Context: an optimization exercise on an open-source flow, tuned for small area. The choices shown serve that exercise and are no tape-out recipe. Function was checked by simulation only, so behaviour that the tests miss may differ from the original.

== violet ==
## risc8
module risc8(cycle, write, ifetch, iack, ie, address, data_out, scan_out, clk, rst_n, nmi, intr, ready, data_in, scan_in, scan_en, scan_mode);
  output cycle;
  reg cycle;
  output write;
  reg write;
  output ifetch;
  reg ifetch;
  output iack;
  reg iack;
  output ie;
  reg ie;
  output [15:0] address;
  reg [15:0] address;
  output [7:0] data_out;
  reg [7:0] data_out;
  output scan_out;
  wire scan_out;
  input clk;
  wire clk;
  input rst_n;
  wire rst_n;
  input nmi;
  wire nmi;
  input intr;
  wire intr;
  input ready;
  wire ready;
  input [7:0] data_in;
  wire [7:0] data_in;
  input scan_in;
  wire scan_in;
  input scan_en;
  wire scan_en;
  input scan_mode;
  wire scan_mode;
  wire _0000_;
  wire _0001_;
  wire _0002_;
  wire _0003_;
  wire _0004_;
  wire _0005_;
  wire _0006_;
  wire _0007_;
  wire _0008_;
  wire _0009_;
  wire _0010_;
  wire _0011_;
  wire _0012_;
  wire _0013_;
  wire _0014_;
  wire _0015_;
  wire _0016_;
  wire _0017_;
  wire _0018_;
  wire _0019_;
  wire _0020_;
  wire _0021_;
  wire _0022_;
  wire _0023_;
  wire _0024_;
  wire _0025_;
  wire _0026_;
  wire _0027_;
  wire _0028_;
  wire _0029_;
  wire _0030_;
  wire _0031_;
  wire _0032_;
  wire _0033_;
  wire _0034_;
  wire _0035_;
  wire _0036_;
  wire _0037_;
  wire _0038_;
  wire _0039_;
  wire _0040_;
  wire _0041_;
  wire _0042_;
  wire _0043_;
  wire _0044_;
  wire _0045_;
  wire _0046_;
  wire _0047_;
  wire _0048_;
  wire _0049_;
  wire _0050_;
  wire _0051_;
  wire _0052_;
  wire _0053_;
  wire _0054_;
  wire _0055_;
  wire _0056_;
  wire _0057_;
  wire _0058_;
  wire _0059_;
  wire _0060_;
  wire _0061_;
  wire _0062_;
  wire _0063_;
  wire _0064_;
  wire _0065_;
  wire _0066_;
  wire _0067_;
  wire _0068_;
  wire _0069_;
  wire _0070_;
  wire _0071_;
  ...
==> flow/config.mk <==
export PLATFORM = sky130hd
export DESIGN_NAME = risc8
export DESIGN_NICKNAME = risc8
export VERILOG_FILES = /design/flow/design.v
export SDC_FILE = /design/flow/constraint.sdc
export NUM_CORES = 4
export LEC_CHECK = 0
export ABC_AREA = 1
export CAP_MARGIN = 20
export CORE_MARGIN = 2
export CORE_UTILIZATION = 50
export CTS_BUF_LIST = sky130_fd_sc_hd__clkbuf_16
export CTS_CLUSTER_DIAMETER = 60
export CTS_CLUSTER_SIZE = 20
export SLEW_MARGIN = 20
==> flow/constraint.sdc <==
create_clock -name core_clock -period 8.0 [get_ports {clk}]
set_input_delay 1.6000 -clock core_clock [delete_from_list [all_inputs] [get_ports {clk}]]
set_output_delay 1.6000 -clock core_clock [all_outputs]
set_load 0.01 [all_outputs]
standard.sh (not shown) runs the stock make flow with config.mk's settings and CLKGATE_MAP_FILE= SYNTH_SCRIPT=/design/flow/synth_recipe.tcl, a recipe that flattens the netlist after the stock synthesis.
==> flow/flow/run.sh <==
#!/bin/bash
# Layout flow: the standard flow (standard.sh) unchanged, except that the
# synthesis maps logic with an area-oriented ABC script (flow/area.abc: choice
# computation + area mapping, no delay-driven restructuring, buffering or
# sizing); placement, CTS and routing repair timing, slew and capacitance as
# usual. Registers are untouched: Yosys maps them before ABC runs, exactly as
# in synth_recipe.tcl.
set -euo pipefail
HERE=$(pwd)
# synth_recipe.tcl with the abc command redirected to flow/area.abc
{
  head -n 1 synth_recipe.tcl
  echo "proc abc {args} { set i [lsearch -exact \$args -script]; if {\$i >= 0} { lset args [expr {\$i + 1}] $HERE/flow/area.abc }; yosys abc {*}\$args }"
  tail -n +2 synth_recipe.tcl
} > area_synth.tcl
bash standard.sh SYNTH_SCRIPT=$HERE/area_synth.tcl finish > standard.log 2>&1
==> flow/flow/area.abc <==
strash
dch
amap
topo
No stage failed in violet, and the final checks on the layout all came back clean.
### violet -> delta
==> flow/run.sh (new file) <==
#!/bin/bash
# synth_recipe.tcl (not shown) runs the flow's synth.tcl, then flattens the netlist and writes it again
# the make line also repeats each setting of config.mk as NAME=value (left out here)
make -C /OpenROAD-flow-scripts/flow DESIGN_CONFIG=/design/flow/config.mk WORK_HOME=/design/flow/orfs CLKGATE_MAP_FILE= SYNTH_SCRIPT=/design/flow/synth_recipe.tcl finish
removed: flow/flow/run.sh
removed: flow/flow/area.abc
removed: flow/standard.sh
==> comparison <==
Number of optimization iterations in the first detailed-route pass: delta higher than violet
On remaining max-slew budget at the tightest pin, violet loses to delta.
violet -> delta: synthesized netlist cell count increased by more than a quarter
Edits applied to the flow inputs when going from delta to maple:
==> flow/flow/run.sh (new file) <==
#!/bin/bash
# Layout flow: the standard flow (standard.sh), with three changes:
#  - synthesis maps logic with an area-oriented ABC script (flow/area.abc:
#    choice computation + area mapping, no delay-driven restructuring,
#    buffering or sizing). Registers are untouched: Yosys maps them before
#    ABC runs, exactly as in synth_recipe.tcl. Placement, CTS and routing then
#    repair timing, slew and capacitance as usual.
#  - every input and output port gets a buffer as in the standard flow, but of
#    the smallest buffer cell (buf_1); the resizer upsizes any that need it.
#  - clock tree synthesis as ORFS runs it (clkbuf_8, sink clusters of at most
#    15 sinks within 50 um) but without dummy loads.
# All tool output goes to standard.log here and to ORFS's own logs under orfs/logs.
set -euo pipefail
HERE=$(pwd)
# synth_recipe.tcl with the abc command redirected to flow/area.abc
{
  head -n 1 synth_recipe.tcl
  echo "proc abc {args} { set i [lsearch -exact \$args -script]; if {\$i >= 0} { lset args [expr {\$i + 1}] $HERE/flow/area.abc }; yosys abc {*}\$args }"
  tail -n +2 synth_recipe.tcl
} > area_synth.tcl
bash standard.sh SYNTH_SCRIPT=$HERE/area_synth.tcl \
  "BUFFER_PORTS_ARGS=-buffer_cell sky130_fd_sc_hd__buf_1" \
  "CTS_ARGS=-sink_clustering_enable -repair_clock_nets -sink_clustering_size 15 -sink_clustering_max_diameter 50 -buf_list sky130_fd_sc_hd__clkbuf_8 -dont_use_dummy_load" \
  finish > standard.log 2>&1
==> flow/flow/area.abc (new file) <==
strash
dch
amap
topo
==> flow/standard.sh (new file) <==
#!/bin/bash
# synth_recipe.tcl (not shown) runs the flow's synth.tcl, then flattens the netlist and writes it again
# the make line also repeats each setting of config.mk as NAME=value (left out here)
make -C /OpenROAD-flow-scripts/flow DESIGN_CONFIG=/design/flow/config.mk WORK_HOME=/design/flow/orfs CLKGATE_MAP_FILE= SYNTH_SCRIPT=/design/flow/synth_recipe.tcl "${@:-finish}"
--- a/flow/config.mk
+++ b/flow/config.mk
@@ -11,5 +11,7 @@
 export CORE_UTILIZATION = 50
-export CTS_BUF_LIST = sky130_fd_sc_hd__clkbuf_16
-export CTS_CLUSTER_DIAMETER = 60
-export CTS_CLUSTER_SIZE = 20
+export CTS_BUF_LIST = sky130_fd_sc_hd__clkbuf_8
+export CTS_CLUSTER_DIAMETER = 50
+export CTS_CLUSTER_SIZE = 15
+export GPL_TIMING_DRIVEN = 0
+export SETUP_SLACK_MARGIN = 0.4
 export SLEW_MARGIN = 20
removed: flow/run.sh
Findings:
- maple | status: complete | timing, DRC, antenna: pass
- Wire length, delta and maple: lower on maple
- Going from delta to maple, worst reg-to-reg setup slack shows a reduction of 0.78 ns.
- Row cell count after placement: maple lower / delta higher

## static timing again, ports no longer ideal
In the flow no input, the clock included, has a driving cell. The finished layouts below were timed again as built, in two steps.
Step 1 (the two cells are an assumption about what drives the block):
set clk [get_ports {clk}]
set_driving_cell -lib_cell sky130_fd_sc_hd__clkbuf_16 $clk
set_driving_cell -lib_cell sky130_fd_sc_hd__buf_2 [delete_from_list [all_inputs] $clk]
Step 2 times the ports against the registers' clock, not the clock port: input delays grow and output delays shrink by t, the midpoint of the rising clock arrivals with the driver on.
Three values: ideal ports, drivers, drivers and shift; two values: the first two.
| run | shift t [ns] | setup slack, ns | worst setup path at the end | worst register clock-pin slew, ns | cell pins on the clock port's net |
|---|---|---|---|---|---|
| violet | 0.621 | 0.827 / 0.827 / 0.827 | register to register | 0.09 / 0.09 | 1 |
| delta | 0.635 | 1.414 / 1.414 / 1.414 | register to register | 0.09 / 0.09 | 1 |
| maple | 0.644 | 0.635 / 0.635 / 0.635 | register to register | 0.10 / 0.10 | 1 |
After both steps setup and hold are still met in every run listed.
